This is an optimization exercise on Yosys and OpenROAD, whose aim is small area and a short achievable clock period, not a production implementation. Only simulation tests tie the RTL to the original design; equivalence was not proved. No activity file was given, so power comes from the tool's default toggle rates.

==> design/flow/flow/run.sh <==
#!/bin/bash
# The standard layout (standard.sh), with two changes:
# - Yosys's full/half-adder cell extraction is off (ADDER_MAP_FILE empty), so
#   that ABC maps the adders' logic together with the rest of the logic;
# - the port buffers are sky130_fd_sc_hd__buf_2 cells (BUFFER_PORTS_ARGS).
set -euo pipefail
bash standard.sh ADDER_MAP_FILE= "BUFFER_PORTS_ARGS=-buffer_cell sky130_fd_sc_hd__buf_2" finish > standard.log 2>&1
==> design/flow/config.mk <==
export PLATFORM = sky130hd
export DESIGN_NAME = new_alu
export DESIGN_NICKNAME = new_alu
export VERILOG_FILES = /design/flow/design.v
export SDC_FILE = /design/flow/constraint.sdc
export NUM_CORES = 4
export LEC_CHECK = 0
export ABC_AREA = 1
export CAP_MARGIN = 20
export CORE_MARGIN = 2
export CORE_UTILIZATION = 70
export PLACE_DENSITY = 0.85
export SLEW_MARGIN = 20
==> design/flow/design.v <==
module alu_core(i_op, i_arg_A, i_arg_B, res, ctl);
  input [3:0] i_op;
  input [7:0] i_arg_A;
  input [7:0] i_arg_B;
  output [7:0] res;
  output [4:0] ctl;
  wire new_n35, new_n37, new_n38, new_n39, new_n40, new_n41, new_n42,
    new_n43, new_n44, new_n45, new_n46, new_n47, new_n48, new_n49, new_n50,
    new_n51, new_n52, new_n53, new_n54, new_n55, new_n56, new_n57, new_n58,
    new_n59, new_n60, new_n61, new_n62, new_n63, new_n64, new_n65, new_n66,
    new_n67, new_n68, new_n69, new_n70, new_n71, new_n72, new_n73, new_n74,
    new_n75, new_n76, new_n77, new_n78, new_n79, new_n80, new_n81, new_n82,
    new_n83, new_n84, new_n85, new_n86, new_n87, new_n88, new_n89, new_n90,
    new_n91, new_n92, new_n93, new_n94, new_n95, new_n96, new_n97, new_n98,
    new_n99, new_n100, new_n101, new_n102, new_n103, new_n104, new_n105,
    new_n106, new_n107, new_n108, new_n109, new_n110, new_n111, new_n112,
    new_n113, new_n114, new_n115, new_n116, new_n117, new_n118, new_n119,
    new_n120, new_n121, new_n122, new_n123, new_n124, new_n125, new_n126,
    new_n127, new_n128, new_n129, new_n130, new_n131, new_n132, new_n133,
    new_n134, new_n135, new_n136, new_n137, new_n138, new_n139, new_n140,
    new_n141, new_n142, new_n143, new_n144, new_n145, new_n146, new_n147,
    new_n148, new_n149, new_n150, new_n151, new_n152, new_n153, new_n154,
    new_n155, new_n156, new_n157, new_n158, new_n159, new_n160, new_n161,
    new_n162, new_n163, new_n164, new_n165, new_n166, new_n167, new_n168,
    new_n169, new_n170, new_n171, new_n172, new_n173, new_n174, new_n175,
    new_n176, new_n177, new_n178, new_n179, new_n180, new_n181, new_n182,
    new_n183, new_n184, new_n185, new_n186, new_n187, new_n188, new_n189,
    new_n190, new_n191, new_n192, new_n193, new_n194, new_n195, new_n196,
    new_n197, new_n198, new_n199, new_n200, new_n201, new_n202, new_n203,
    new_n204, new_n205, new_n206, new_n207, new_n208, new_n209, new_n210,
    new_n211, new_n212, new_n213, new_n214, new_n215, new_n216, new_n217,
    new_n218, new_n219, new_n220, new_n221, new_n222, new_n223, new_n224,
    new_n225, new_n226, new_n227, new_n228, new_n229, new_n230, new_n231,
    new_n232, new_n233, new_n234, new_n235, new_n236, new_n237, new_n238,
    new_n239, new_n240, new_n241, new_n242, new_n243, new_n244, new_n245,
    new_n246, new_n247, new_n248, new_n249, new_n250, new_n251, new_n252,
    new_n253, new_n254, new_n255, new_n256, new_n257, new_n258, new_n259,
    new_n260, new_n261, new_n262, new_n263, new_n264, new_n265, new_n266,
    new_n267, new_n268, new_n269, new_n270, new_n271, new_n272, new_n273,
    new_n274, new_n275, new_n276, new_n277, new_n278, new_n279, new_n280,
    new_n281, new_n282, new_n283, new_n284, new_n285, new_n286, new_n287,
    new_n288, new_n289, new_n290, new_n291, new_n292, new_n293, new_n294,
    new_n295, new_n296, new_n297, new_n298, new_n299, new_n300, new_n301,
    new_n302, new_n303, new_n304, new_n305, new_n306, new_n307, new_n308,
    new_n309, new_n310, new_n311, new_n312, new_n313, new_n314, new_n315,
    new_n316, new_n317, new_n318, new_n319, new_n320, new_n321, new_n322,
    new_n323, new_n324, new_n325, new_n326, new_n327, new_n328, new_n329,
    new_n330, new_n331, new_n332, new_n333, new_n334, new_n335, new_n336,
    new_n337, new_n338, new_n339, new_n340, new_n341, new_n342, new_n343,
    new_n344, new_n345, new_n346, new_n347, new_n348, new_n349, new_n350,
    new_n351, new_n352, new_n353, new_n354, new_n355, new_n356, new_n357,
    new_n358, new_n359, new_n360, new_n361, new_n362, new_n363, new_n364,
    new_n365, new_n366, new_n367, new_n368, new_n369, new_n370, new_n371,
    new_n372, new_n373, new_n374, new_n375, new_n376, new_n377, new_n378,
    new_n379, new_n380, new_n381, new_n382, new_n383, new_n384, new_n385,
    new_n386, new_n387, new_n388, new_n389, new_n390, new_n391, new_n392,
    new_n393, new_n394, new_n395, new_n396, new_n397, new_n398, new_n399,
    new_n400, new_n401, new_n402, new_n403, new_n404, new_n405, new_n406,
    new_n407, new_n408, new_n409, new_n410, new_n411, new_n412, new_n413,
    new_n414, new_n415, new_n416, new_n417, new_n418, new_n419, new_n420,
    new_n421, new_n422, new_n423, new_n424, new_n425, new_n426, new_n427,
    new_n428, new_n429, new_n430, new_n431, new_n432, new_n433, new_n434,
    new_n435, new_n436, new_n437, new_n438, new_n439, new_n440, new_n441,
    new_n442, new_n443, new_n444, new_n445, new_n446, new_n447, new_n448,
    new_n449, new_n450, new_n451, new_n452, new_n453, new_n454, new_n455,
    new_n456, new_n457, new_n458, new_n459, new_n460, new_n461, new_n462,
    new_n463, new_n464, new_n465, new_n466, new_n467, new_n468, new_n469,
    new_n470, new_n471, new_n472, new_n473, new_n474, new_n475, new_n476,
    new_n477, new_n478, new_n479, new_n480, new_n481, new_n482, new_n483,
    new_n484, new_n485, new_n486, new_n487, new_n488, new_n489, new_n490,
    new_n491, new_n492, new_n493, new_n494, new_n495, new_n496, new_n497,
    new_n498, new_n499, new_n500, new_n501, new_n502, new_n503, new_n504,
    new_n505, new_n506, new_n507, new_n508, new_n509, new_n510, new_n511,
    new_n512, new_n513, new_n514, new_n515, new_n516, new_n517, new_n518,
    new_n519, new_n520, new_n521, new_n522, new_n523, new_n524, new_n525,
    new_n526, new_n527, new_n528, new_n529, new_n530, new_n531, new_n532,
    new_n533, new_n534, new_n535, new_n536, new_n537, new_n538, new_n539,
    new_n540, new_n541, new_n542, new_n543, new_n544, new_n545, new_n546,
    new_n547, new_n548, new_n549, new_n550, new_n551, new_n552, new_n553,
    new_n554, new_n555, new_n556, new_n557, new_n558, new_n559, new_n560,
    new_n561, new_n562, new_n563, new_n564, new_n565, new_n566, new_n567,
    new_n568, new_n569, new_n570, new_n571, new_n572, new_n573, new_n574,
    new_n575, new_n576, new_n577, new_n578, new_n579, new_n580, new_n581,
    new_n582, new_n583, new_n584, new_n585, new_n586, new_n588, new_n589,
    new_n590, new_n591, new_n592, new_n593, new_n594, new_n595, new_n596,
    new_n597, new_n598, new_n599, new_n600, new_n601, new_n602, new_n603,
    new_n604, new_n605, new_n606, new_n607, new_n608, new_n609, new_n610,
    new_n611, new_n612, new_n613, new_n614, new_n615, new_n616, new_n617,
    new_n618, new_n619, new_n620, new_n621, new_n622, new_n623, new_n624,
    new_n625, new_n626, new_n628, new_n629, new_n630, new_n631, new_n632,
    new_n633, new_n634, new_n635, new_n636, new_n637, new_n638, new_n639,
    new_n640, new_n641, new_n642, new_n643, new_n644, new_n645, new_n646,
    new_n647, new_n648, new_n649, new_n650, new_n651, new_n652, new_n653,
    new_n654, new_n655, new_n656, new_n657, new_n659, new_n660, new_n661,
    new_n662, new_n663, new_n664, new_n665, new_n666, new_n667, new_n668,
    new_n669, new_n670, new_n671, new_n672, new_n673, new_n674, new_n675,
    new_n677, new_n678, new_n679, new_n680, new_n681, new_n682, new_n683,
    new_n684, new_n685, new_n686, new_n687, new_n688, new_n689, new_n690,
    new_n691, new_n692, new_n694, new_n695, new_n696, new_n697, new_n698,
    new_n699, new_n700, new_n701, new_n702, new_n703, new_n704, new_n705,
    new_n706, new_n707, new_n708, new_n710, new_n711, new_n712, new_n713,
    new_n714, new_n715, new_n716, new_n717, new_n718, new_n719, new_n720,
    new_n721, new_n722, new_n723, new_n724, new_n725, new_n726, new_n728,
    new_n729, new_n730, new_n731, new_n732, new_n733, new_n734, new_n735,
    new_n736, new_n737, new_n738, new_n739, new_n740, new_n741, new_n742,
    new_n743, new_n744, new_n745, new_n746, new_n748, new_n749, new_n750,
    new_n751, new_n752, new_n754, new_n755, new_n756, new_n757, new_n758,
    new_n759, new_n760, new_n761;
  assign ctl[3] = ~i_op[2] & i_op[3];
  assign new_n35 = ~i_op[0] & i_op[1];
  assign ctl[2] = ctl[3] & new_n35;
  assign new_n37 = i_op[0] & i_op[1];
  assign new_n38 = ~i_op[3] & new_n37;
  assign new_n39 = ~ctl[2] & ~new_n38;
  assign new_n40 = i_arg_A[7] & ~new_n39;
  assign new_n41 = ~i_arg_A[0] & ~i_arg_A[1];
  assign new_n42 = ~i_arg_A[2] & new_n41;
  assign new_n43 = ~i_arg_A[3] & new_n42;
  assign new_n44 = ~i_arg_A[4] & new_n43;
  assign new_n45 = ~i_arg_A[5] & new_n44;
  assign new_n46 = new_n40 & ~new_n45;
  assign new_n47 = ~i_arg_A[6] & ~new_n46;
  assign new_n48 = new_n40 & new_n47;
  assign new_n49 = i_op[3] & new_n48;
  assign new_n50 = i_arg_B[7] & ctl[3];
  assign new_n51 = ~i_arg_B[0] & ~i_arg_B[2];
  assign new_n52 = ~i_arg_B[1] & new_n51;
  assign new_n53 = ~i_arg_B[3] & new_n52;
  assign new_n54 = ~i_arg_B[4] & new_n53;
  assign new_n55 = ~i_arg_B[5] & new_n54;
  assign new_n56 = new_n50 & ~new_n55;
  assign new_n57 = i_arg_B[6] & ~new_n56;
  assign new_n58 = ~i_arg_B[6] & new_n56;
  assign new_n59 = ~new_n57 & ~new_n58;
  assign new_n60 = ~new_n49 & ~new_n59;
  assign new_n61 = new_n50 & ~new_n54;
  assign new_n62 = i_arg_B[5] & ~new_n61;
  assign new_n63 = ~i_arg_B[5] & new_n61;
  assign new_n64 = ~new_n62 & ~new_n63;
  assign new_n65 = i_arg_A[6] & new_n46;
  assign new_n66 = ~new_n47 & ~new_n65;
  assign new_n67 = new_n50 & ~new_n52;
  assign new_n68 = i_arg_B[3] & new_n67;
  assign new_n69 = ~i_arg_B[3] & ~new_n67;
  assign new_n70 = ~new_n68 & ~new_n69;
  assign new_n71 = ~i_arg_B[0] & ~i_arg_B[1];
  assign new_n72 = i_arg_B[2] & new_n71;
  assign new_n73 = i_arg_B[2] & ~new_n50;
  assign new_n74 = ~i_arg_B[2] & new_n50;
  assign new_n75 = ~new_n73 & ~new_n74;
  assign new_n76 = ~new_n71 & ~new_n75;
  assign new_n77 = ~new_n72 & ~new_n76;
  assign new_n78 = ~new_n70 & ~new_n77;
  assign new_n79 = new_n49 & new_n78;
  assign new_n80 = i_arg_B[0] & i_arg_B[2];
  assign new_n81 = ~i_arg_B[1] & new_n80;
  assign new_n82 = i_arg_B[3] & ~new_n81;
  assign new_n83 = i_arg_B[0] & i_arg_B[1];
  assign new_n84 = ~i_arg_B[2] & new_n83;
  assign new_n85 = ~i_arg_B[3] & ~new_n84;
  assign new_n86 = ~new_n82 & ~new_n85;
  assign new_n87 = new_n66 & new_n86;
  assign new_n88 = ~new_n79 & ~new_n87;
  assign new_n89 = ~new_n66 & ~new_n77;
  assign new_n90 = ~i_arg_B[1] & ~new_n50;
  assign new_n91 = i_arg_B[1] & new_n50;
  assign new_n92 = ~new_n90 & ~new_n91;
  assign new_n93 = i_arg_B[0] & new_n92;
  assign new_n94 = ~i_arg_B[0] & i_arg_B[1];
  assign new_n95 = ~new_n93 & ~new_n94;
  assign new_n96 = ~i_arg_A[5] & ~new_n46;
  assign new_n97 = i_arg_A[5] & new_n40;
  assign new_n98 = ~new_n44 & new_n97;
  assign new_n99 = ~new_n96 & ~new_n98;
  assign new_n100 = ~new_n95 & ~new_n99;
  assign new_n101 = ~new_n89 & ~new_n100;
  assign new_n102 = new_n40 & ~new_n43;
  assign new_n103 = i_arg_A[4] & ~new_n102;
  assign new_n104 = ~i_arg_A[4] & new_n102;
  assign new_n105 = ~new_n103 & ~new_n104;
  assign new_n106 = i_arg_B[0] & new_n105;
  assign new_n107 = ~new_n75 & ~new_n92;
  assign new_n108 = new_n99 & new_n107;
  assign new_n109 = new_n106 & ~new_n108;
  assign new_n110 = new_n101 & ~new_n109;
  assign new_n111 = new_n88 & ~new_n110;
  assign new_n112 = ~new_n88 & new_n101;
  assign new_n113 = new_n59 & new_n64;
  assign new_n114 = new_n50 & ~new_n53;
  assign new_n115 = i_arg_B[4] & ~new_n114;
  assign new_n116 = ~i_arg_B[4] & new_n114;
  assign new_n117 = ~new_n115 & ~new_n116;
  assign new_n118 = new_n113 & new_n117;
  assign new_n119 = ~new_n49 & new_n70;
  assign new_n120 = new_n118 & ~new_n119;
  assign new_n121 = ~new_n112 & new_n120;
  assign new_n122 = ~new_n111 & new_n121;
  assign new_n123 = ~new_n66 & new_n72;
  assign new_n124 = new_n122 & ~new_n123;
  assign new_n125 = ~new_n70 & new_n118;
  assign new_n126 = ~new_n49 & ~new_n95;
  assign new_n127 = i_arg_B[0] & ~new_n66;
  assign new_n128 = new_n77 & ~new_n127;
  assign new_n129 = ~new_n126 & new_n128;
  assign new_n130 = new_n125 & new_n129;
  assign new_n131 = ~new_n49 & ~new_n77;
  assign new_n132 = i_arg_B[0] & ~new_n99;
  assign new_n133 = ~new_n66 & ~new_n95;
  assign new_n134 = ~new_n132 & ~new_n133;
  assign new_n135 = ~new_n131 & new_n134;
  assign new_n136 = new_n48 & new_n84;
  assign new_n137 = ~new_n135 & ~new_n136;
  assign new_n138 = new_n125 & ~new_n137;
  assign new_n139 = ~new_n130 & ~new_n138;
  assign new_n140 = ~new_n124 & new_n139;
  assign new_n141 = new_n66 & new_n140;
  assign new_n142 = ~i_arg_A[3] & ~new_n102;
  assign new_n143 = i_arg_A[3] & ~new_n42;
  assign new_n144 = new_n40 & new_n143;
  assign new_n145 = ~new_n142 & ~new_n144;
  assign new_n146 = new_n93 & ~new_n145;
  assign new_n147 = ~new_n71 & ~new_n92;
  assign new_n148 = ~new_n145 & new_n147;
  assign new_n149 = ~new_n95 & ~new_n146;
  assign new_n150 = ~new_n148 & ~new_n149;
  assign new_n151 = i_arg_B[0] & new_n122;
  assign new_n152 = ~new_n105 & new_n151;
  assign new_n153 = new_n105 & ~new_n151;
  assign new_n154 = ~new_n152 & ~new_n153;
  assign new_n155 = ~new_n150 & ~new_n154;
  assign new_n156 = ~new_n146 & ~new_n155;
  assign new_n157 = ~new_n77 & ~new_n156;
  assign new_n158 = i_arg_B[0] & ~i_arg_B[2];
  assign new_n159 = ~new_n71 & ~new_n83;
  assign new_n160 = ~new_n158 & ~new_n159;
  assign new_n161 = new_n49 & ~new_n160;
  assign new_n162 = ~new_n87 & ~new_n161;
  assign new_n163 = new_n125 & ~new_n162;
  assign new_n164 = ~new_n99 & ~new_n163;
  assign new_n165 = new_n88 & new_n92;
  assign new_n166 = i_arg_B[0] & ~new_n105;
  assign new_n167 = ~new_n135 & new_n166;
  assign new_n168 = ~new_n165 & new_n167;
  assign new_n169 = new_n106 & new_n165;
  assign new_n170 = ~new_n71 & ~new_n89;
  assign new_n171 = new_n125 & new_n170;
  assign new_n172 = ~new_n169 & new_n171;
  assign new_n173 = ~new_n168 & new_n172;
  assign new_n174 = ~new_n164 & ~new_n173;
  assign new_n175 = ~new_n157 & new_n174;
  assign new_n176 = ~new_n70 & new_n141;
  assign new_n177 = new_n77 & new_n156;
  assign new_n178 = ~new_n176 & ~new_n177;
  assign new_n179 = ~new_n175 & new_n178;
  assign new_n180 = ~new_n66 & new_n70;
  assign new_n181 = new_n120 & new_n180;
  assign new_n182 = new_n179 & ~new_n181;
  assign new_n183 = new_n49 & new_n113;
  assign new_n184 = ~new_n118 & ~new_n183;
  assign new_n185 = ~new_n180 & ~new_n184;
  assign new_n186 = ~new_n179 & ~new_n185;
  assign new_n187 = ~new_n182 & ~new_n186;
  assign new_n188 = new_n141 & ~new_n187;
  assign new_n189 = ~new_n64 & ~new_n188;
  assign new_n190 = ~new_n157 & ~new_n177;
  assign new_n191 = new_n187 & new_n190;
  assign new_n192 = new_n174 & ~new_n191;
  assign new_n193 = ~new_n174 & new_n191;
  assign new_n194 = ~new_n192 & ~new_n193;
  assign new_n195 = new_n40 & ~new_n41;
  assign new_n196 = ~i_arg_A[2] & ~new_n195;
  assign new_n197 = i_arg_A[2] & new_n195;
  assign new_n198 = ~new_n196 & ~new_n197;
  assign new_n199 = new_n93 & ~new_n198;
  assign new_n200 = i_arg_B[0] & new_n187;
  assign new_n201 = new_n145 & ~new_n200;
  assign new_n202 = ~new_n145 & new_n200;
  assign new_n203 = ~new_n201 & ~new_n202;
  assign new_n204 = new_n147 & ~new_n198;
  assign new_n205 = new_n95 & ~new_n204;
  assign new_n206 = new_n203 & ~new_n205;
  assign new_n207 = ~new_n199 & ~new_n206;
  assign new_n208 = new_n77 & new_n207;
  assign new_n209 = ~new_n77 & ~new_n207;
  assign new_n210 = ~new_n150 & new_n187;
  assign new_n211 = new_n154 & ~new_n210;
  assign new_n212 = ~new_n154 & new_n210;
  assign new_n213 = ~new_n211 & ~new_n212;
  assign new_n214 = ~new_n209 & ~new_n213;
  assign new_n215 = ~new_n208 & ~new_n214;
  assign new_n216 = new_n70 & new_n215;
  assign new_n217 = ~new_n194 & ~new_n216;
  assign new_n218 = ~new_n70 & ~new_n215;
  assign new_n219 = new_n117 & new_n188;
  assign new_n220 = ~new_n218 & ~new_n219;
  assign new_n221 = ~new_n217 & new_n220;
  assign new_n222 = ~new_n117 & ~new_n188;
  assign new_n223 = new_n183 & new_n222;
  assign new_n224 = new_n221 & ~new_n223;
  assign new_n225 = ~new_n49 & ~new_n64;
  assign new_n226 = new_n59 & ~new_n225;
  assign new_n227 = ~new_n222 & new_n226;
  assign new_n228 = ~new_n221 & ~new_n227;
  assign new_n229 = ~new_n224 & ~new_n228;
  assign new_n230 = ~new_n216 & ~new_n218;
  assign new_n231 = new_n229 & new_n230;
  assign new_n232 = new_n194 & new_n231;
  assign new_n233 = ~new_n194 & ~new_n231;
  assign new_n234 = ~new_n232 & ~new_n233;
  assign new_n235 = ~new_n117 & new_n234;
  assign new_n236 = new_n117 & ~new_n234;
  assign new_n237 = ~new_n208 & ~new_n209;
  assign new_n238 = new_n229 & new_n237;
  assign new_n239 = ~new_n213 & ~new_n238;
  assign new_n240 = new_n213 & new_n238;
  assign new_n241 = ~new_n239 & ~new_n240;
  assign new_n242 = new_n70 & new_n241;
  assign new_n243 = ~new_n199 & ~new_n205;
  assign new_n244 = new_n229 & new_n243;
  assign new_n245 = new_n203 & new_n244;
  assign new_n246 = ~new_n203 & ~new_n244;
  assign new_n247 = ~new_n245 & ~new_n246;
  assign new_n248 = ~new_n77 & new_n247;
  assign new_n249 = i_arg_A[0] & new_n40;
  assign new_n250 = i_arg_A[1] & ~new_n249;
  assign new_n251 = ~i_arg_A[1] & new_n249;
  assign new_n252 = ~new_n250 & ~new_n251;
  assign new_n253 = new_n93 & new_n252;
  assign new_n254 = ~new_n71 & new_n252;
  assign new_n255 = new_n95 & ~new_n254;
  assign new_n256 = i_arg_B[0] & new_n229;
  assign new_n257 = new_n198 & ~new_n256;
  assign new_n258 = ~new_n198 & new_n256;
  assign new_n259 = ~new_n257 & ~new_n258;
  assign new_n260 = ~new_n255 & new_n259;
  assign new_n261 = ~new_n253 & ~new_n260;
  assign new_n262 = ~new_n248 & new_n261;
  assign new_n263 = ~new_n70 & ~new_n241;
  assign new_n264 = new_n77 & ~new_n247;
  assign new_n265 = ~new_n263 & ~new_n264;
  assign new_n266 = ~new_n262 & new_n265;
  assign new_n267 = ~new_n242 & ~new_n266;
  assign new_n268 = ~new_n236 & ~new_n267;
  assign new_n269 = ~new_n235 & ~new_n268;
  assign new_n270 = ~new_n189 & new_n269;
  assign new_n271 = new_n188 & new_n221;
  assign new_n272 = ~new_n64 & ~new_n269;
  assign new_n273 = ~new_n271 & ~new_n272;
  assign new_n274 = new_n226 & ~new_n273;
  assign new_n275 = ~new_n270 & ~new_n274;
  assign new_n276 = ~new_n60 & ~new_n275;
  assign new_n277 = ~i_arg_B[2] & ~new_n83;
  assign new_n278 = i_arg_B[1] & i_arg_B[2];
  assign new_n279 = ~new_n277 & ~new_n278;
  assign new_n280 = ~new_n70 & new_n279;
  assign new_n281 = new_n70 & ~new_n279;
  assign new_n282 = ~new_n280 & ~new_n281;
  assign new_n283 = ~i_arg_A[0] & i_arg_B[0];
  assign new_n284 = ~new_n254 & ~new_n283;
  assign new_n285 = ~new_n41 & ~new_n94;
  assign new_n286 = new_n92 & new_n285;
  assign new_n287 = ~new_n284 & ~new_n286;
  assign new_n288 = new_n259 & new_n287;
  assign new_n289 = ~new_n259 & ~new_n287;
  assign new_n290 = ~i_arg_B[0] & ~new_n90;
  assign new_n291 = ~new_n75 & ~new_n290;
  assign new_n292 = new_n75 & new_n290;
  assign new_n293 = ~new_n291 & ~new_n292;
  assign new_n294 = ~new_n289 & ~new_n293;
  assign new_n295 = ~new_n288 & ~new_n294;
  assign new_n296 = new_n282 & new_n295;
  assign new_n297 = new_n247 & ~new_n296;
  assign new_n298 = ~new_n282 & ~new_n295;
  assign new_n299 = i_arg_B[3] & ~new_n277;
  assign new_n300 = ~i_arg_B[3] & ~new_n278;
  assign new_n301 = ~new_n299 & ~new_n300;
  assign new_n302 = new_n117 & ~new_n301;
  assign new_n303 = ~new_n117 & new_n301;
  assign new_n304 = ~new_n302 & ~new_n303;
  assign new_n305 = new_n241 & new_n304;
  assign new_n306 = ~new_n298 & ~new_n305;
  assign new_n307 = ~new_n297 & new_n306;
  assign new_n308 = new_n64 & ~new_n234;
  assign new_n309 = ~i_arg_B[4] & ~new_n299;
  assign new_n310 = i_arg_B[4] & ~new_n300;
  assign new_n311 = ~new_n309 & ~new_n310;
  assign new_n312 = new_n308 & ~new_n311;
  assign new_n313 = ~new_n241 & ~new_n304;
  assign new_n314 = ~new_n64 & new_n234;
  assign new_n315 = ~new_n64 & new_n311;
  assign new_n316 = ~new_n314 & ~new_n315;
  assign new_n317 = ~new_n313 & new_n316;
  assign new_n318 = ~new_n312 & new_n317;
  assign new_n319 = ~new_n307 & new_n318;
  assign new_n320 = ~new_n308 & new_n311;
  assign new_n321 = ~new_n227 & ~new_n311;
  assign new_n322 = ~new_n236 & new_n321;
  assign new_n323 = ~new_n320 & ~new_n322;
  assign new_n324 = new_n319 & ~new_n323;
  assign new_n325 = ~new_n319 & new_n323;
  assign new_n326 = ~new_n324 & ~new_n325;
  assign new_n327 = new_n276 & new_n326;
  assign new_n328 = new_n77 & ~new_n259;
  assign new_n329 = ~new_n92 & new_n285;
  assign new_n330 = ~new_n284 & ~new_n329;
  assign new_n331 = ~new_n328 & new_n330;
  assign new_n332 = new_n70 & new_n247;
  assign new_n333 = ~new_n77 & new_n259;
  assign new_n334 = ~new_n332 & ~new_n333;
  assign new_n335 = ~new_n331 & new_n334;
  assign new_n336 = new_n117 & ~new_n241;
  assign new_n337 = ~new_n70 & ~new_n247;
  assign new_n338 = ~new_n336 & ~new_n337;
  assign new_n339 = ~new_n335 & new_n338;
  assign new_n340 = ~new_n117 & new_n241;
  assign new_n341 = ~new_n314 & ~new_n340;
  assign new_n342 = ~new_n339 & new_n341;
  assign new_n343 = ~new_n59 & ~new_n141;
  assign new_n344 = new_n59 & ~new_n64;
  assign new_n345 = new_n141 & new_n344;
  assign new_n346 = ~new_n343 & ~new_n345;
  assign new_n347 = ~new_n308 & new_n346;
  assign new_n348 = ~new_n342 & new_n347;
  assign new_n349 = ~new_n276 & new_n348;
  assign new_n350 = new_n140 & ~new_n187;
  assign new_n351 = i_arg_A[7] & i_arg_B[7];
  assign new_n352 = ~i_arg_A[7] & ~i_arg_B[7];
  assign new_n353 = ~new_n351 & ~new_n352;
  assign new_n354 = ~new_n350 & ~new_n353;
  assign new_n355 = ~i_arg_B[6] & new_n55;
  assign new_n356 = ctl[2] & ~new_n355;
  assign new_n357 = ~new_n354 & new_n356;
  assign new_n358 = ~i_arg_B[7] & new_n355;
  assign new_n359 = new_n35 & ~new_n358;
  assign new_n360 = ~i_op[2] & ~i_op[3];
  assign new_n361 = new_n359 & new_n360;
  assign new_n362 = ~new_n357 & ~new_n361;
  assign new_n363 = new_n60 & ~new_n188;
  assign new_n364 = ~new_n362 & ~new_n363;
  assign new_n365 = ~new_n349 & new_n364;
  assign new_n366 = ~new_n327 & new_n365;
  assign new_n367 = i_op[2] & ~i_op[3];
  assign new_n368 = ~i_op[0] & new_n367;
  assign new_n369 = i_op[0] & ~i_op[1];
  assign new_n370 = new_n360 & new_n369;
  assign new_n371 = new_n353 & new_n370;
  assign new_n372 = ~new_n368 & ~new_n371;
  assign new_n373 = ~i_op[1] & ~i_op[3];
  assign new_n374 = i_arg_B[7] & ~new_n373;
  assign new_n375 = ~i_op[0] & ~i_op[1];
  assign new_n376 = ~i_arg_B[6] & new_n375;
  assign new_n377 = ~new_n374 & ~new_n376;
  assign new_n378 = new_n353 & ~new_n360;
  assign new_n379 = ~new_n353 & new_n360;
  assign new_n380 = i_op[0] & ~new_n379;
  assign new_n381 = ~new_n378 & new_n380;
  assign new_n382 = ~new_n375 & ~new_n381;
  assign new_n383 = ~i_arg_B[6] & new_n382;
  assign new_n384 = i_arg_B[5] & new_n375;
  assign new_n385 = i_arg_B[6] & new_n381;
  assign new_n386 = ~new_n384 & ~new_n385;
  assign new_n387 = ~new_n383 & new_n386;
  assign new_n388 = ~i_arg_A[6] & ~new_n387;
  assign new_n389 = i_arg_A[6] & new_n387;
  assign new_n390 = ~i_arg_B[5] & new_n382;
  assign new_n391 = i_arg_B[4] & new_n375;
  assign new_n392 = i_arg_B[5] & new_n381;
  assign new_n393 = ~new_n391 & ~new_n392;
  assign new_n394 = ~new_n390 & new_n393;
  assign new_n395 = i_arg_A[5] & new_n394;
  assign new_n396 = ~i_arg_A[5] & ~new_n394;
  assign new_n397 = ~new_n395 & ~new_n396;
  assign new_n398 = i_arg_B[4] & ~new_n381;
  assign new_n399 = ~i_arg_B[4] & new_n381;
  assign new_n400 = ~new_n398 & ~new_n399;
  assign new_n401 = ~new_n375 & new_n400;
  assign new_n402 = i_arg_B[3] & new_n375;
  assign new_n403 = ~new_n401 & ~new_n402;
  assign new_n404 = ~i_arg_A[4] & ~new_n403;
  assign new_n405 = i_arg_A[4] & new_n403;
  assign new_n406 = i_arg_B[3] & ~new_n381;
  assign new_n407 = ~i_arg_B[3] & new_n381;
  assign new_n408 = ~new_n406 & ~new_n407;
  assign new_n409 = ~new_n375 & new_n408;
  assign new_n410 = i_arg_B[2] & new_n375;
  assign new_n411 = ~new_n409 & ~new_n410;
  assign new_n412 = ~i_arg_A[3] & ~new_n411;
  assign new_n413 = i_arg_A[3] & new_n411;
  assign new_n414 = ~new_n412 & ~new_n413;
  assign new_n415 = i_arg_B[2] & ~new_n381;
  assign new_n416 = ~i_arg_B[2] & new_n381;
  assign new_n417 = ~new_n415 & ~new_n416;
  assign new_n418 = ~new_n375 & new_n417;
  assign new_n419 = i_arg_B[1] & new_n375;
  assign new_n420 = ~new_n418 & ~new_n419;
  assign new_n421 = ~i_arg_A[2] & ~new_n420;
  assign new_n422 = i_arg_A[2] & new_n420;
  assign new_n423 = i_arg_B[1] & ~new_n381;
  assign new_n424 = ~i_arg_B[1] & new_n381;
  assign new_n425 = ~new_n423 & ~new_n424;
  assign new_n426 = ~new_n375 & new_n425;
  assign new_n427 = i_arg_B[0] & new_n375;
  assign new_n428 = ~new_n426 & ~new_n427;
  assign new_n429 = ~i_arg_A[1] & ~new_n428;
  assign new_n430 = i_arg_A[1] & new_n428;
  assign new_n431 = ~new_n429 & ~new_n430;
  assign new_n432 = i_arg_B[0] & ~new_n381;
  assign new_n433 = ~i_arg_B[0] & new_n381;
  assign new_n434 = ~new_n432 & ~new_n433;
  assign new_n435 = ~new_n375 & new_n434;
  assign new_n436 = i_arg_A[0] & ~new_n435;
  assign new_n437 = i_op[0] & i_arg_A[7];
  assign new_n438 = i_op[2] & ~new_n437;
  assign new_n439 = ~i_arg_A[4] & new_n400;
  assign new_n440 = i_arg_A[3] & ~new_n408;
  assign new_n441 = i_arg_A[1] & ~new_n425;
  assign new_n442 = ~i_arg_A[1] & new_n425;
  assign new_n443 = i_arg_A[0] & ~new_n434;
  assign new_n444 = ~new_n442 & new_n443;
  assign new_n445 = ~new_n441 & ~new_n444;
  assign new_n446 = i_arg_A[2] & ~new_n445;
  assign new_n447 = new_n417 & ~new_n446;
  assign new_n448 = ~i_arg_A[3] & new_n408;
  assign new_n449 = ~i_arg_A[2] & new_n445;
  assign new_n450 = ~new_n448 & ~new_n449;
  assign new_n451 = ~new_n447 & new_n450;
  assign new_n452 = ~new_n440 & ~new_n451;
  assign new_n453 = ~new_n439 & ~new_n452;
  assign new_n454 = i_arg_A[4] & ~new_n400;
  assign new_n455 = ~new_n395 & ~new_n454;
  assign new_n456 = ~new_n453 & new_n455;
  assign new_n457 = ~new_n388 & ~new_n396;
  assign new_n458 = ~new_n456 & new_n457;
  assign new_n459 = ~new_n389 & ~new_n458;
  assign new_n460 = ~new_n438 & new_n459;
  assign new_n461 = ~i_op[1] & ~new_n460;
  assign new_n462 = ~i_arg_A[0] & new_n435;
  assign new_n463 = ~new_n436 & ~new_n462;
  assign new_n464 = new_n461 & new_n463;
  assign new_n465 = ~new_n436 & ~new_n464;
  assign new_n466 = new_n431 & new_n465;
  assign new_n467 = ~new_n429 & ~new_n466;
  assign new_n468 = ~new_n422 & ~new_n467;
  assign new_n469 = ~new_n421 & ~new_n468;
  assign new_n470 = new_n414 & ~new_n469;
  assign new_n471 = ~new_n412 & ~new_n470;
  assign new_n472 = ~new_n405 & ~new_n471;
  assign new_n473 = ~new_n404 & ~new_n472;
  assign new_n474 = new_n397 & new_n473;
  assign new_n475 = ~new_n395 & ~new_n474;
  assign new_n476 = ~new_n389 & new_n475;
  assign new_n477 = ~new_n388 & ~new_n476;
  assign new_n478 = ~new_n377 & ~new_n477;
  assign new_n479 = new_n377 & new_n477;
  assign new_n480 = ~new_n478 & ~new_n479;
  assign new_n481 = new_n370 & ~new_n480;
  assign new_n482 = new_n372 & ~new_n481;
  assign new_n483 = i_arg_A[7] & new_n478;
  assign new_n484 = ~i_arg_A[7] & ~new_n478;
  assign new_n485 = ~i_op[0] & ~new_n484;
  assign new_n486 = ~new_n483 & new_n485;
  assign new_n487 = ~new_n372 & ~new_n480;
  assign new_n488 = ~new_n486 & new_n487;
  assign new_n489 = ~new_n482 & ~new_n488;
  assign new_n490 = ~new_n461 & ~new_n463;
  assign new_n491 = new_n358 & new_n382;
  assign new_n492 = ~new_n464 & ~new_n491;
  assign new_n493 = ~new_n490 & new_n492;
  assign new_n494 = new_n489 & new_n493;
  assign new_n495 = i_arg_A[7] & new_n367;
  assign new_n496 = ~new_n50 & ~new_n495;
  assign new_n497 = ~new_n480 & new_n496;
  assign new_n498 = ~i_arg_B[7] & new_n367;
  assign new_n499 = i_arg_A[7] & ctl[3];
  assign new_n500 = ~new_n498 & ~new_n499;
  assign new_n501 = new_n480 & new_n500;
  assign new_n502 = new_n369 & ~new_n501;
  assign new_n503 = ~new_n497 & new_n502;
  assign new_n504 = new_n370 & new_n372;
  assign new_n505 = new_n459 & new_n504;
  assign new_n506 = i_arg_A[0] & ~i_arg_B[0];
  assign new_n507 = ~new_n283 & ~new_n506;
  assign new_n508 = new_n505 & new_n507;
  assign new_n509 = ~i_arg_B[6] & i_arg_B[7];
  assign new_n510 = new_n49 & new_n509;
  assign new_n511 = i_arg_A[4] & i_arg_B[0];
  assign new_n512 = i_arg_A[3] & ~i_arg_B[0];
  assign new_n513 = ~new_n511 & ~new_n512;
  assign new_n514 = i_arg_A[4] & ~new_n513;
  assign new_n515 = ~i_arg_B[1] & ~new_n514;
  assign new_n516 = i_arg_A[5] & ~new_n515;
  assign new_n517 = new_n277 & ~new_n516;
  assign new_n518 = ~i_arg_A[6] & ~i_arg_B[2];
  assign new_n519 = i_arg_A[7] & ~new_n518;
  assign new_n520 = i_arg_B[2] & ~new_n71;
  assign new_n521 = ~new_n519 & ~new_n520;
  assign new_n522 = ~new_n517 & ~new_n521;
  assign new_n523 = i_op[1] & ~i_arg_B[3];
  assign new_n524 = ~i_arg_B[4] & ~i_arg_B[5];
  assign new_n525 = ~i_arg_B[6] & ~i_arg_B[7];
  assign new_n526 = new_n524 & new_n525;
  assign new_n527 = new_n523 & new_n526;
  assign new_n528 = i_op[0] & ctl[3];
  assign new_n529 = new_n527 & new_n528;
  assign new_n530 = new_n522 & new_n529;
  assign new_n531 = i_arg_A[1] & i_arg_B[0];
  assign new_n532 = ~new_n506 & ~new_n531;
  assign new_n533 = ~i_arg_B[2] & ~new_n532;
  assign new_n534 = i_arg_A[5] & new_n80;
  assign new_n535 = ~i_arg_B[1] & ~new_n534;
  assign new_n536 = ~i_arg_B[0] & i_arg_B[2];
  assign new_n537 = i_arg_A[4] & new_n536;
  assign new_n538 = new_n535 & ~new_n537;
  assign new_n539 = ~new_n533 & new_n538;
  assign new_n540 = i_arg_A[2] & ~i_arg_B[0];
  assign new_n541 = i_arg_A[3] & i_arg_B[0];
  assign new_n542 = ~new_n540 & ~new_n541;
  assign new_n543 = ~i_arg_B[2] & ~new_n542;
  assign new_n544 = i_arg_A[6] & new_n536;
  assign new_n545 = i_arg_A[7] & new_n80;
  assign new_n546 = ~new_n544 & ~new_n545;
  assign new_n547 = i_arg_B[1] & new_n546;
  assign new_n548 = ~new_n543 & new_n547;
  assign new_n549 = ~new_n539 & ~new_n548;
  assign new_n550 = new_n530 & ~new_n549;
  assign new_n551 = i_arg_A[6] & i_arg_B[0];
  assign new_n552 = i_arg_A[7] & ~i_arg_B[0];
  assign new_n553 = ~new_n551 & ~new_n552;
  assign new_n554 = ~i_arg_B[1] & ~new_n553;
  assign new_n555 = i_arg_A[5] & ~i_arg_B[0];
  assign new_n556 = ~new_n511 & ~new_n555;
  assign new_n557 = i_arg_B[1] & ~new_n556;
  assign new_n558 = ~new_n554 & ~new_n557;
  assign new_n559 = ~i_arg_B[2] & new_n558;
  assign new_n560 = i_arg_B[3] & i_arg_B[5];
  assign new_n561 = i_arg_B[6] & i_arg_B[7];
  assign new_n562 = new_n560 & new_n561;
  assign new_n563 = new_n360 & new_n562;
  assign new_n564 = new_n391 & new_n563;
  assign new_n565 = i_arg_A[2] & i_arg_B[0];
  assign new_n566 = i_arg_B[2] & ~new_n565;
  assign new_n567 = ~new_n512 & new_n566;
  assign new_n568 = new_n564 & ~new_n567;
  assign new_n569 = ~new_n278 & new_n568;
  assign new_n570 = i_arg_A[1] & new_n94;
  assign new_n571 = new_n564 & new_n570;
  assign new_n572 = ~new_n569 & ~new_n571;
  assign new_n573 = ~new_n559 & ~new_n572;
  assign new_n574 = i_arg_B[2] & new_n564;
  assign new_n575 = new_n83 & new_n574;
  assign new_n576 = ~new_n38 & ~new_n575;
  assign new_n577 = i_arg_A[0] & ~new_n576;
  assign new_n578 = ctl[3] & new_n375;
  assign new_n579 = i_arg_B[0] & new_n578;
  assign new_n580 = ~new_n577 & ~new_n579;
  assign new_n581 = ~new_n573 & new_n580;
  assign new_n582 = ~new_n550 & new_n581;
  assign new_n583 = ~new_n510 & new_n582;
  assign new_n584 = ~new_n508 & new_n583;
  assign new_n585 = ~new_n503 & new_n584;
  assign new_n586 = ~new_n494 & new_n585;
  assign res[0] = new_n366 | ~new_n586;
  assign new_n588 = new_n276 & ~new_n362;
  assign new_n589 = ~i_arg_B[1] & new_n158;
  assign new_n590 = new_n527 & new_n589;
  assign new_n591 = ~new_n431 & ~new_n465;
  assign new_n592 = ~new_n466 & ~new_n591;
  assign new_n593 = ~new_n590 & ~new_n592;
  assign new_n594 = new_n489 & new_n593;
  assign new_n595 = new_n505 & new_n592;
  assign new_n596 = i_arg_A[1] & ~i_arg_B[1];
  assign new_n597 = i_arg_A[6] & ~new_n596;
  assign new_n598 = new_n51 & ~new_n597;
  assign new_n599 = ~i_arg_A[2] & ~i_arg_B[1];
  assign new_n600 = ~new_n513 & ~new_n599;
  assign new_n601 = ~i_arg_B[2] & ~new_n600;
  assign new_n602 = ~new_n71 & ~new_n553;
  assign new_n603 = i_arg_A[5] & new_n72;
  assign new_n604 = ~new_n83 & ~new_n603;
  assign new_n605 = ~new_n602 & new_n604;
  assign new_n606 = ~new_n601 & ~new_n605;
  assign new_n607 = new_n530 & ~new_n606;
  assign new_n608 = i_arg_A[7] & new_n158;
  assign new_n609 = i_arg_A[3] & new_n80;
  assign new_n610 = ~new_n537 & ~new_n609;
  assign new_n611 = ~new_n608 & new_n610;
  assign new_n612 = ~i_arg_B[1] & new_n611;
  assign new_n613 = ~i_arg_A[5] & new_n84;
  assign new_n614 = new_n278 & ~new_n531;
  assign new_n615 = ~new_n540 & new_n614;
  assign new_n616 = ~new_n613 & ~new_n615;
  assign new_n617 = new_n564 & new_n616;
  assign new_n618 = ~new_n612 & new_n617;
  assign new_n619 = ~new_n607 & ~new_n618;
  assign new_n620 = ~new_n598 & ~new_n619;
  assign new_n621 = ~new_n95 & new_n578;
  assign new_n622 = new_n38 & ~new_n252;
  assign new_n623 = ~new_n621 & ~new_n622;
  assign new_n624 = ~new_n620 & new_n623;
  assign new_n625 = ~new_n595 & new_n624;
  assign new_n626 = ~new_n594 & new_n625;
  assign res[1] = new_n588 | ~new_n626;
  assign new_n628 = ~new_n421 & ~new_n422;
  assign new_n629 = new_n467 & ~new_n628;
  assign new_n630 = ~new_n467 & new_n628;
  assign new_n631 = ~new_n629 & ~new_n630;
  assign new_n632 = i_arg_B[1] & new_n527;
  assign new_n633 = new_n51 & new_n632;
  assign new_n634 = ~new_n631 & ~new_n633;
  assign new_n635 = new_n489 & new_n634;
  assign new_n636 = new_n229 & ~new_n362;
  assign new_n637 = new_n505 & new_n631;
  assign new_n638 = new_n530 & new_n546;
  assign new_n639 = ~new_n564 & ~new_n638;
  assign new_n640 = ~i_arg_A[4] & new_n51;
  assign new_n641 = ~new_n568 & ~new_n640;
  assign new_n642 = i_arg_B[1] & ~new_n641;
  assign new_n643 = i_arg_B[2] & ~new_n556;
  assign new_n644 = new_n564 & ~new_n643;
  assign new_n645 = ~i_arg_B[1] & ~new_n543;
  assign new_n646 = ~new_n644 & new_n645;
  assign new_n647 = ~new_n613 & ~new_n646;
  assign new_n648 = ~new_n642 & new_n647;
  assign new_n649 = ~i_arg_B[2] & new_n553;
  assign new_n650 = ~new_n648 & ~new_n649;
  assign new_n651 = ~new_n639 & new_n650;
  assign new_n652 = ~new_n77 & new_n578;
  assign new_n653 = new_n38 & new_n198;
  assign new_n654 = ~new_n652 & ~new_n653;
  assign new_n655 = ~new_n651 & new_n654;
  assign new_n656 = ~new_n637 & new_n655;
  assign new_n657 = ~new_n636 & new_n656;
  assign res[2] = new_n635 | ~new_n657;
  assign new_n659 = new_n158 & new_n632;
  assign new_n660 = ~new_n414 & new_n469;
  assign new_n661 = ~new_n470 & ~new_n660;
  assign new_n662 = ~new_n659 & ~new_n661;
  assign new_n663 = new_n489 & new_n662;
  assign new_n664 = new_n187 & ~new_n362;
  assign new_n665 = new_n505 & new_n661;
  assign new_n666 = new_n38 & new_n145;
  assign new_n667 = i_arg_B[1] & new_n611;
  assign new_n668 = new_n535 & ~new_n544;
  assign new_n669 = new_n564 & ~new_n668;
  assign new_n670 = ~new_n667 & new_n669;
  assign new_n671 = new_n70 & new_n578;
  assign new_n672 = ~new_n670 & ~new_n671;
  assign new_n673 = ~new_n666 & new_n672;
  assign new_n674 = ~new_n665 & new_n673;
  assign new_n675 = ~new_n664 & new_n674;
  assign res[3] = new_n663 | ~new_n675;
  assign new_n677 = ~new_n404 & ~new_n405;
  assign new_n678 = new_n471 & ~new_n677;
  assign new_n679 = ~new_n471 & new_n677;
  assign new_n680 = ~new_n678 & ~new_n679;
  assign new_n681 = new_n72 & new_n527;
  assign new_n682 = ~new_n680 & ~new_n681;
  assign new_n683 = new_n489 & new_n682;
  assign new_n684 = new_n505 & new_n680;
  assign new_n685 = new_n124 & ~new_n362;
  assign new_n686 = new_n38 & ~new_n105;
  assign new_n687 = ~new_n117 & new_n578;
  assign new_n688 = ~new_n558 & new_n574;
  assign new_n689 = ~new_n687 & ~new_n688;
  assign new_n690 = ~new_n686 & new_n689;
  assign new_n691 = ~new_n685 & new_n690;
  assign new_n692 = ~new_n684 & new_n691;
  assign res[4] = new_n683 | ~new_n692;
  assign new_n694 = ~new_n397 & ~new_n473;
  assign new_n695 = ~new_n474 & ~new_n694;
  assign new_n696 = new_n81 & new_n527;
  assign new_n697 = new_n695 & ~new_n696;
  assign new_n698 = new_n489 & new_n697;
  assign new_n699 = new_n505 & ~new_n695;
  assign new_n700 = new_n138 & ~new_n362;
  assign new_n701 = new_n99 & ~new_n576;
  assign new_n702 = new_n159 & ~new_n546;
  assign new_n703 = new_n564 & new_n702;
  assign new_n704 = ~new_n64 & new_n578;
  assign new_n705 = ~new_n703 & ~new_n704;
  assign new_n706 = ~new_n701 & new_n705;
  assign new_n707 = ~new_n700 & new_n706;
  assign new_n708 = ~new_n699 & new_n707;
  assign res[5] = new_n698 | ~new_n708;
  assign new_n710 = ~new_n388 & ~new_n389;
  assign new_n711 = new_n475 & ~new_n710;
  assign new_n712 = ~new_n475 & new_n710;
  assign new_n713 = ~new_n711 & ~new_n712;
  assign new_n714 = new_n536 & new_n632;
  assign new_n715 = new_n713 & ~new_n714;
  assign new_n716 = new_n489 & new_n715;
  assign new_n717 = new_n505 & ~new_n713;
  assign new_n718 = new_n130 & ~new_n362;
  assign new_n719 = ~new_n59 & new_n578;
  assign new_n720 = new_n278 & ~new_n553;
  assign new_n721 = new_n564 & new_n720;
  assign new_n722 = new_n38 & new_n66;
  assign new_n723 = ~new_n721 & ~new_n722;
  assign new_n724 = ~new_n719 & new_n723;
  assign new_n725 = ~new_n718 & new_n724;
  assign new_n726 = ~new_n717 & new_n725;
  assign res[6] = new_n716 | ~new_n726;
  assign new_n728 = new_n80 & new_n632;
  assign new_n729 = ~new_n479 & ~new_n728;
  assign new_n730 = new_n486 & new_n729;
  assign new_n731 = new_n489 & new_n730;
  assign new_n732 = new_n48 & new_n101;
  assign new_n733 = new_n125 & new_n732;
  assign new_n734 = new_n357 & new_n733;
  assign new_n735 = ~new_n351 & ~new_n459;
  assign new_n736 = i_arg_B[7] & new_n459;
  assign new_n737 = new_n370 & ~new_n736;
  assign new_n738 = ~new_n735 & new_n737;
  assign new_n739 = new_n353 & new_n361;
  assign new_n740 = i_arg_A[7] & ~new_n576;
  assign new_n741 = i_arg_B[7] & new_n578;
  assign new_n742 = new_n355 & new_n741;
  assign new_n743 = ~new_n740 & ~new_n742;
  assign new_n744 = ~new_n739 & new_n743;
  assign new_n745 = ~new_n738 & new_n744;
  assign new_n746 = ~new_n734 & new_n745;
  assign res[7] = new_n731 | ~new_n746;
  assign new_n748 = i_op[2] & new_n48;
  assign new_n749 = ~new_n488 & ~new_n748;
  assign new_n750 = i_op[1] & new_n50;
  assign new_n751 = ~ctl[2] & ~new_n750;
  assign new_n752 = ~new_n359 & ~new_n751;
  assign ctl[0] = ~new_n749 | new_n752;
  assign new_n754 = ctl[2] & ~new_n54;
  assign new_n755 = new_n354 & new_n754;
  assign new_n756 = ~new_n522 & new_n529;
  assign new_n757 = ~i_op[0] & ~i_arg_B[7];
  assign new_n758 = new_n360 & new_n757;
  assign new_n759 = ~new_n359 & new_n758;
  assign new_n760 = ~new_n756 & ~new_n759;
  assign new_n761 = ~new_n755 & new_n760;
  assign ctl[1] = ~new_n749 | ~new_n761;
  assign ctl[4] = new_n353 & new_n356;
endmodule
module new_alu(i_op, i_arg_A, i_arg_B, i_clk, i_reset, o_result, o_status, o_op_rdy, o_alu_error);
	input  logic [3:0] i_op;
	input  logic [7:0] i_arg_A;
	input  logic [7:0] i_arg_B;
	input  logic       i_clk;
	input  logic       i_reset;
	output logic [7:0] o_result;
	output logic [3:0] o_status;
	output logic       o_op_rdy;
	output logic       o_alu_error;
	logic [7:0] res;
	logic [4:0] ctl;
	alu_core core(.i_op(i_op), .i_arg_A(i_arg_A), .i_arg_B(i_arg_B), .res(res), .ctl(ctl));
	logic [7:0] r_res;
	logic r_neg, r_st3, r_st0;
	logic [1:0] r_cls;
	always_ff @(posedge i_clk) begin
		if (!i_reset) begin
			r_res <= 8'd0;
			r_neg <= 1'b0;
			r_st3 <= 1'b0;
			r_st0 <= 1'b0;
			r_cls <= 2'b01;
		end else begin
			r_res <= res;
			r_neg <= ctl[4];
			r_cls <= ctl[3:2];
			r_st3 <= ctl[1];
			r_st0 <= ctl[0];
		end
	end
	logic [7:0] low;
	always_comb
		for (int i = 0; i < 8; i++) begin
			low[i] = 1'b0;
			for (int j = 0; j < i; j++)
				low[i] = low[i] | r_res[j];
		end
	assign o_result = r_res ^ ({8{r_neg}} & low);
	logic par;
	assign par = ^o_result;
	assign o_status = {r_st3,
	                   par | (r_cls == 2'b11 && o_result == 8'hFF),
	                   r_cls[1] ? ~par : (~r_cls[0] && o_result == 8'd0),
	                   r_st0};
	assign o_alu_error = r_st0;
	assign o_op_rdy = ~r_st0;
endmodule
==> design/flow/constraint.sdc <==
create_clock -name core_clock -period 18.0 [get_ports {i_clk}]
set_input_delay 3.6000 -clock core_clock [delete_from_list [all_inputs] [get_ports {i_clk}]]
set_output_delay 3.6000 -clock core_clock [all_outputs]
set_load 0.01 [all_outputs]
==> design/flow/standard.sh <==
#!/bin/bash
# synth_recipe.tcl (not shown) runs the flow's synth.tcl, then flattens the netlist and writes it again
# the make line also repeats each setting of config.mk as NAME=value (left out here)
make -C /OpenROAD-flow-scripts/flow DESIGN_CONFIG=/design/flow/config.mk WORK_HOME=/design/flow/orfs CLKGATE_MAP_FILE= SYNTH_SCRIPT=/design/flow/synth_recipe.tcl "${@:-finish}"
==> results of run 1 <==
-- state kept, by name, indices dropped and copies added, names as in the netlist --
signal and flops:
r_neg 1, r_st3 1, r_res 8, r_st0 1
r_cls 2
-- critical path: cells and delay by family --
family                 cells  cell delay, ns
buffers and inverters      6            1.07
AOI/OAI and AO/OA          2            0.25
and+or+nand+nor           34            3.48
-- worst max path at each step --
stage               start        to  slack [ns]
3_3_place_gp   i_arg_B[0]  r_res[1]        9.82
6_report       i_arg_B[0]  r_res[1]        9.69
4_1_cts        i_arg_B[0]  r_res[1]        9.92
3_5_place_dp   i_arg_B[0]  r_res[1]        9.67
2_1_floorplan  i_arg_B[3]  r_res[1]       10.82
5_1_grt        i_arg_B[0]  r_res[0]        9.33
-- cell families after synthesis --
logic type	Yosys count	synth area share, %
buf+inv	119	13.4
flops	13	7.28
xor+xnor	31	8.32
compound gates	121	21.0
simple gates	396	49.9
-- layer usage --
| metal | vias to the layer above | GRT usage, % |
|---|---|---|
| met5 | - | 0 |
| met2 | 449 | 69.2 |
| li1 | 2278 | - |
| met4 | 0 | 21.2 |
| met3 | 103 | 7.94 |
| met1 | 2110 | 53.0 |
-- layout by cell type, fill, tap and decap left out, types with 12 or more instances in the layout --
cell and count:
sky130_fd_sc_hd__inv_2 12, sky130_fd_sc_hd__dfxtp_1 13, sky130_fd_sc_hd__a21oi_1 20, sky130_fd_sc_hd__a31oi_1 14
sky130_fd_sc_hd__nor2_1 59, sky130_fd_sc_hd__nand2_1 213, sky130_fd_sc_hd__nand3_1 60, sky130_fd_sc_hd__xor2_1 19
sky130_fd_sc_hd__inv_1 88, sky130_fd_sc_hd__nand2_2 13, sky130_fd_sc_hd__o21ai_0 42, sky130_fd_sc_hd__nand4_1 14
sky130_fd_sc_hd__buf_2 35
-- power groups by stage --
| stage | clock [mW] | sequential (mW) | combinational, mW |
|---|---|---|---|
| after floorplan | 0 | 0.0327 | 0.108 |
| after global placement | 0 | 0.0329 | 0.136 |
| after detailed placement | 0 | 0.0330 | 0.141 |
| after CTS | 0.0252 | 0.0324 | 0.142 |
| after global routing | 0.0272 | 0.0326 | 0.161 |
| final | 0.0253 | 0.0324 | 0.148 |
-- through the flow --
step	instances	power (mW)	utilization, %	hold WS [ns]
floorplan	680	0.141	-	3.67
global placement	768	0.169	74.7	3.84
detailed placement	768	0.174	74.7	3.84
CTS	772	0.199	75.6	3.59
global route	772	0.221	75.6	3.61
finish	772	0.205	75.6	3.59
-- layout make-up --
cell class / count / area (µm²) / area share, %
multi-input cells: 548 / 2840 / 74.9
inverters: 102 / 383 / 10.1
flip-flops and latches: 13 / 260 / 6.87
repair buffers: 35 / 175 / 4.63
well taps: 70 / 87.6 / 2.31
clock buffers: 4 / 45.0 / 1.19
==> key figures, run 1 <==
Drt
  • Detailed-route vias per instance: 6.40
  • Aggregate routed wire length: 12.5 mm
  • Via Count: 4940
  • Per-cell routed wire length: 16.2 µm
  • Met2 layer wire length in the routed design: 5.51 mm
  • Detailed route wirelength on metal3: 1.67 mm
  • Drt drc: 0
  • Antenna viol nets, final: 0
  • Detailed Route Iter0 Violations: 608
  • Uppermost routed layer: met4
  • Detailed-route wire length on metal 1: 4.59 mm
  • DRT Pass-1 Iters: 8

Power
  • Internal power: 93.2 µW
  • Net switching power figure: 112 µW
  • Leakage component of the power: 1.97 nW
  • Part of the total power dissipated in the clock network: 12.3%
  • Fraction of power consumed by combinational cells: 71.9%
  • Sw frac: 54.7%
  • Maximum vdd drop: 0.0000435 V
  • Power density over the cells: 54.2 mW/mm²
  • Sequential group share of total power: 15.8%

STA
  • Slew at the pin closest to its max-slew limit: 0.802 ns
  • Final worst setup slack: 9.69 ns
  • Number of max-slew violations in the final report: 0
  • FMAX: 120 MHz
  • Slew Limit Headroom: 46.0%
  • Final count of hold timing violations: 0
  • Setup violation total in the final timing report: 0
  • Total negative slack: 0 ns
  • Period utilization: 46.2%
  • Min cycle time layout: 8.31 ns
  • RSZ-0062 raised after global routing: false

Die
  • Effective utilization at floorplan: 71.4%
  • Die footprint: 0.00570 mm²
  • X dimension of the die: 75.5 µm
  • Cell Rows: 26
  • Placeable Area: 0.00501 mm²
  • Ports: 36
  • Die outline height: 75.5 µm

Synthesis
  • Most frequently used cell type in the post-synthesis netlist: sky130_fd_sc_hd__nand2_1
  • Synth Flop Type: sky130_fd_sc_hd__dfxtp_1
  • Library cell with the largest summed area after synthesis: sky130_fd_sc_hd__nand2_1
  • Yosys reg bits: 13
  • Unique masters post-synth: 51
  • Top cells by instance count after synthesis: sky130_fd_sc_hd__nand2_1, sky130_fd_sc_hd__inv_1, sky130_fd_sc_hd__nand3_1
  • Post-synth EDFFs: 0
  • Warnings from Yosys: 1
  • Fraction of post-synthesis cell area in the top cell type by area: 22.4%
  • Per-instance average area after synthesis: 5.26 µm²
  • Number of cells produced by synthesis: 680
  • Fraction of synthesis flops using an asynchronous set or reset pin: 0%
  • Mapped cell area: 0.00358 mm²
  • Proportion of synthesized chip area in sequential cells: 7.28%
  • Largest cells by area after synthesis: sky130_fd_sc_hd__nand2_1, sky130_fd_sc_hd__inv_1, sky130_fd_sc_hd__nand3_1
  • Net count after synthesis: 702

GRT
  • Congestion Overflow GR: 0
  • Number of global-route vias before repair: 4099
  • Largest net degree at the start of global routing: 25
  • Number of antenna violations at the first check in global routing: 0
  • Total routing usage reported by global routing: 42.3%
  • Wire length of the first global-routing pass: 18.8 mm

Worst hold path
  • Startpoint of the tightest hold check path: i_reset
  • Number of instances on the worst hold path: 2
  • Classification of the worst-slack hold path: in -> reg
  • Worst Hold End: r_cls[0]

Worst setup path
  • Startpoint type of the worst setup path: input pin
  • Crit path kind: in -> reg
  • CP arrival: 8.44 ns
  • Worst path most repeated cell: sky130_fd_sc_hd__nand2_1
  • Required time of the worst setup path: 18.13 ns
  • Maximum fanout count along the critical path: 24
  • Critical Path Slowest Stage Cell: sky130_fd_sc_hd__buf_2
  • Category of the worst setup path capture point: flop
  • Slowest stage delay, CP: 0.40 ns

Clock network
  • Hold_buf cts: 0
  • Clock tree root buffer cell: sky130_fd_sc_hd__clkbuf_8
  • CTS clock-pin slew for the worst setup and hold paths: 0.05 ns
  • Maximum buffer depth of the clock tree: 2
  • TritonCTS buffer count: 3
  • Number of cells upsized or downsized after cts: 0
  • Number of setup buffers added after CTS: 0
  • Clock H-tree levels: 1
  • CTS sink cnt: 13
  • Clock tree from TritonCTS: done

Placement
  • Area post-placement: 0.00374 mm²
  • Placement Setup Slack: 9.67 ns
  • Final RePlAce weighted congestion: 1.12
  • PortBufs: 35
  • Detailed Place HPWL: 9.90 mm

Finish
  • Post-Layout Inst Area: 0.00379 mm²
  • Number of fillers in the final layout: 460
  • Share of cells above drive strength 1: 13.1%
  • Area growth syn-to-layout: 5.88%
  • Antenna diodes: 0
  • Net count of the finished layout: 725

Job
  • Max-capacitance violation count: 0

Status
  • Run status: complete, no violations
==> run 2: changes to the inputs <==
--- a/design/flow/config.mk
+++ b/design/flow/config.mk
@@ -11,2 +11,3 @@
 export CORE_UTILIZATION = 70
+export CTS_BUF_LIST = sky130_fd_sc_hd__clkbuf_4
 export PLACE_DENSITY = 0.85
==> run 2 against run 1 <==
Effect of this change: global-route usage is 0.16 points higher; largest cell class unchanged; first-iteration DRC count is 5.9% higher; worst setup slack better by 0.013 ns; routed wire length is 0.16% lower; critical path type unchanged; sequential share of layout area hardly changed; core utilization is 0.30 points lower; area after synthesis stayed put; still clean; sequential power hardly changed; via count is 0.89% lower; sequential cell count stayed put; non-clock buffer count stayed put; cell area is 0.40% lower.
==> key figures, run 2 <==
Finish
  • Util after Layout: 75.3% (-0.30 points)
  • Biggest register: r_res
  • Highest-count cells in the layout ignoring fill and taps: sky130_fd_sc_hd__nand2_1, sky130_fd_sc_hd__inv_1, sky130_fd_sc_hd__nand3_1
  • Net count of the finished layout: 725 (unchanged)
  • Commonest non-fill, non-tap cell in the layout: sky130_fd_sc_hd__nand2_1
  • Area growth syn-to-layout: 5.46%
  • Reg area: 260 µm² (unchanged)
  • Share of cells above drive strength 1: 13.2% (+0.14 points)
  • Layout Cells excl Fill: 772 (unchanged)
  • Total area of multi-input combinational cells: 0.00284 mm² (unchanged)
  • Antenna diodes: 0 (unchanged)
  • Flip-flop count of the largest register, all copies and words added: 8 (unchanged)
  • Number of fillers in the final layout: 466 (+1.3%)
  • Biggest regs: r_res x8, r_cls x2
  • Post-Layout Inst Area: 0.00377 mm² (-0.40%)

Drt
  • Per-cell routed wire length: 16.2 µm (-0.16%)
  • Aggregate routed wire length: 12.5 mm (-0.16%)
  • Antenna viol nets, final: 0 (unchanged)
  • Drt drc: 0 (unchanged)
  • DRT Pass-1 Iters: 9 (+1)
  • Detailed Route Iter0 Violations: 644 (+5.9%)
  • Via Count: 4896 (-0.89%)
  • Detailed-route vias per instance: 6.34 (-0.89%)

Worst setup path
  • CP arrival: 8.50 ns (+0.06 ns)
  • Required time of the worst setup path: 18.20 ns (+0.07 ns)
  • Critical Path Slowest Stage Cell: sky130_fd_sc_hd__buf_2
  • Maximum fanout count along the critical path: 24 (unchanged)
  • Slowest stage delay, CP: 0.41 ns (about the same)
  • Startpoint type of the worst setup path: input pin
  • Worst path most repeated cell: sky130_fd_sc_hd__nand2_1
  • Crit path kind: in -> reg
  • Category of the worst setup path capture point: flop

Die
  • Ports: 36 (unchanged)
  • Die footprint: 0.00570 mm² (unchanged)
  • X dimension of the die: 75.5 µm (unchanged)
  • Cell Rows: 26 (unchanged)
  • Effective utilization at floorplan: 71.4% (unchanged)
  • Placeable Area: 0.00501 mm² (unchanged)
  • Die outline height: 75.5 µm (unchanged)

Placement
  • Final RePlAce weighted congestion: 1.12 (unchanged)
  • Area post-placement: 0.00374 mm² (unchanged)
  • Placement Setup Slack: 9.67 ns (unchanged)
  • Detailed Place HPWL: 9.90 mm (unchanged)
  • PortBufs: 35 (unchanged)
  • Number of placed instances, taps included: 768 (unchanged)

GRT
  • Number of antenna violations at the first check in global routing: 0 (unchanged)
  • Total routing usage reported by global routing: 42.4% (+0.16 points)
  • Number of global-route vias before repair: 4096 (-0.073%)
  • Congestion Overflow GR: 0 (unchanged)
  • Largest net degree at the start of global routing: 25 (unchanged)
  • Wire length of the first global-routing pass: 18.8 mm (about the same)

Clock network
  • Clock tree from TritonCTS: done
  • CTS clock-pin slew for the worst setup and hold paths: 0.07 ns (+0.02 ns)
  • Number of setup buffers added after CTS: 0 (unchanged)
  • Maximum buffer depth of the clock tree: 2 (unchanged)
  • Number of cells upsized or downsized after cts: 0 (unchanged)
  • Clock H-tree levels: 1 (unchanged)
  • Clock tree root buffer cell: sky130_fd_sc_hd__clkbuf_4
  • Hold_buf cts: 0 (unchanged)
  • CTS sink cnt: 13 (unchanged)
  • TritonCTS buffer count: 3 (unchanged)

Synthesis
  • Most frequently used cell type in the post-synthesis netlist: sky130_fd_sc_hd__nand2_1
  • Top cells by instance count after synthesis: sky130_fd_sc_hd__nand2_1, sky130_fd_sc_hd__inv_1, sky130_fd_sc_hd__nand3_1
  • Mapped cell area: 0.00358 mm² (unchanged)
  • Warnings from Yosys: 1 (unchanged)
  • Post-synth EDFFs: 0 (unchanged)
  • Library cell with the largest summed area after synthesis: sky130_fd_sc_hd__nand2_1
  • Synth Flop Type: sky130_fd_sc_hd__dfxtp_1
  • Fraction of synthesis flops using an asynchronous set or reset pin: 0% (unchanged)
  • Fraction of post-synthesis cell area in the top cell type by area: 22.4% (unchanged)
  • Proportion of synthesized chip area in sequential cells: 7.28% (unchanged)
  • Largest cells by area after synthesis: sky130_fd_sc_hd__nand2_1, sky130_fd_sc_hd__inv_1, sky130_fd_sc_hd__nand3_1
  • Number of cells produced by synthesis: 680 (unchanged)
  • Per-instance average area after synthesis: 5.26 µm² (unchanged)
  • Yosys reg bits: 13 (unchanged)
  • Unique masters post-synth: 51 (unchanged)
  • Net count after synthesis: 702 (unchanged)

Worst hold path
  • Classification of the worst-slack hold path: in -> reg
  • Worst Hold End: r_cls[0]
  • Number of instances on the worst hold path: 2 (unchanged)
  • Startpoint of the tightest hold check path: i_reset

STA
  • Min cycle time layout: 8.30 ns (-0.0128 ns)
  • Total negative slack: 0 ns (unchanged)
  • Number of max-slew violations in the final report: 0 (unchanged)
  • RSZ-0062 raised after global routing: false
  • Final count of hold timing violations: 0 (unchanged)
  • Final worst setup slack: 9.70 ns (+0.0128 ns)
  • Slew at the pin closest to its max-slew limit: 0.779 ns (-0.0236 ns)
  • Slew Limit Headroom: 47.6% (+1.6 points)
  • Hold slack: 3.56 ns (-0.0319 ns)
  • Setup violation total in the final timing report: 0 (unchanged)
  • FMAX: 121 MHz (+0.15%)
  • Period utilization: 46.1% (-0.071 points)

Power
  • Power density over the cells: 52.7 mW/mm² (-2.9%)
  • Maximum vdd drop: 0.0000334 V (-23%)
  • Leakage component of the power: 1.97 nW (-0.22%)
  • Post-route total power: 199 µW (-3.3%)

Job
  • Max-capacitance violation count: 0 (unchanged)

Status
  • Run status: complete, no violations
-- run 2: cell counts after synthesis --
Identical to the previous run, type by type.
-- run 2: logic make-up after synthesis --
logic type / Yosys count / share of synthesized area [%]
simple gates: 396 / 49.9
compound gates: 121 / 21.0
buf+inv: 119 / 13.4
xor+xnor: 31 / 8.32
flops: 13 / 7.28
-- run 2: area by class of cell --
cell class | count | share of cell area, %
clock buffer | 4 | 0.796
tap | 70 | 2.32
multi-input combinational | 548 | 75.2
inverter | 102 | 10.1
sequential | 13 | 6.90
timing repair buffer | 35 | 4.64
-- run 2: routing by layer --
layer,routed length (µm),GRT usage (%)
met5,0,0
met4,677,23.4
met3,1750,8.20
met2,5520,68.5
met1,4560,53.0
-- run 2: how the worst max path moves through the flow --
stage | start | end | slack [ns] | depth (start not counted)
after floorplan | i_arg_B[3] | r_res[1] | 10.82 | 42
after global placement | i_arg_B[0] | r_res[1] | 9.82 | 42
after detailed placement | i_arg_B[0] | r_res[1] | 9.67 | 42
after CTS | i_arg_B[0] | r_res[1] | 9.95 | 42
after global routing | i_arg_B[0] | r_res[0] | 9.37 | 42
final | i_arg_B[0] | r_res[0] | 9.70 | 42
-- run 2: power by group --
| part | switching [mW] | internal, mW |
|---|---|---|
| Combinational | 0.101 | 0.0466 |
| Clock | 0.00864 | 0.0101 |
| Sequential | 0.00140 | 0.0309 |
-- run 2: worst max-delay path, delay by kind of cell --
kind	cells	cell delay, ns
buf+inv	6	1.09
compound gates	2	0.18
simple gates	34	3.63

-- afterwards: timing with drivers on the ports --
Ports are ideal in the flow. The routed layouts listed here were re-timed in OpenROAD.
Step 1 sets driving cells, clkbuf_16 on the clock port and buf_2 on the other inputs (assumed; they add their load-dependent delay and slew).
Step 2, shift: input delay + t, output delay - t, t = (earliest + latest rising clock arrival at the registers) / 2. This alone moves slack from input paths to output paths.
Slacks: no drivers / after step 1 / after step 2; pairs: no drivers / after step 1.
run	t, ns	setup WS [ns]	worst setup path at the end	worst slew at a driven data input, ns	pins driven straight from the clock port
run 1	0.258	9.689 / 9.687 / 9.429	input to register	0.04	1
run 2	0.291	9.702 / 9.703 / 9.412	input to register	0.04	1
After both steps setup and hold are still met in every run listed. For run 2, which loses most, drivers alone change the setup slack by +0.001 ns; drivers and shift together by -0.290 ns.
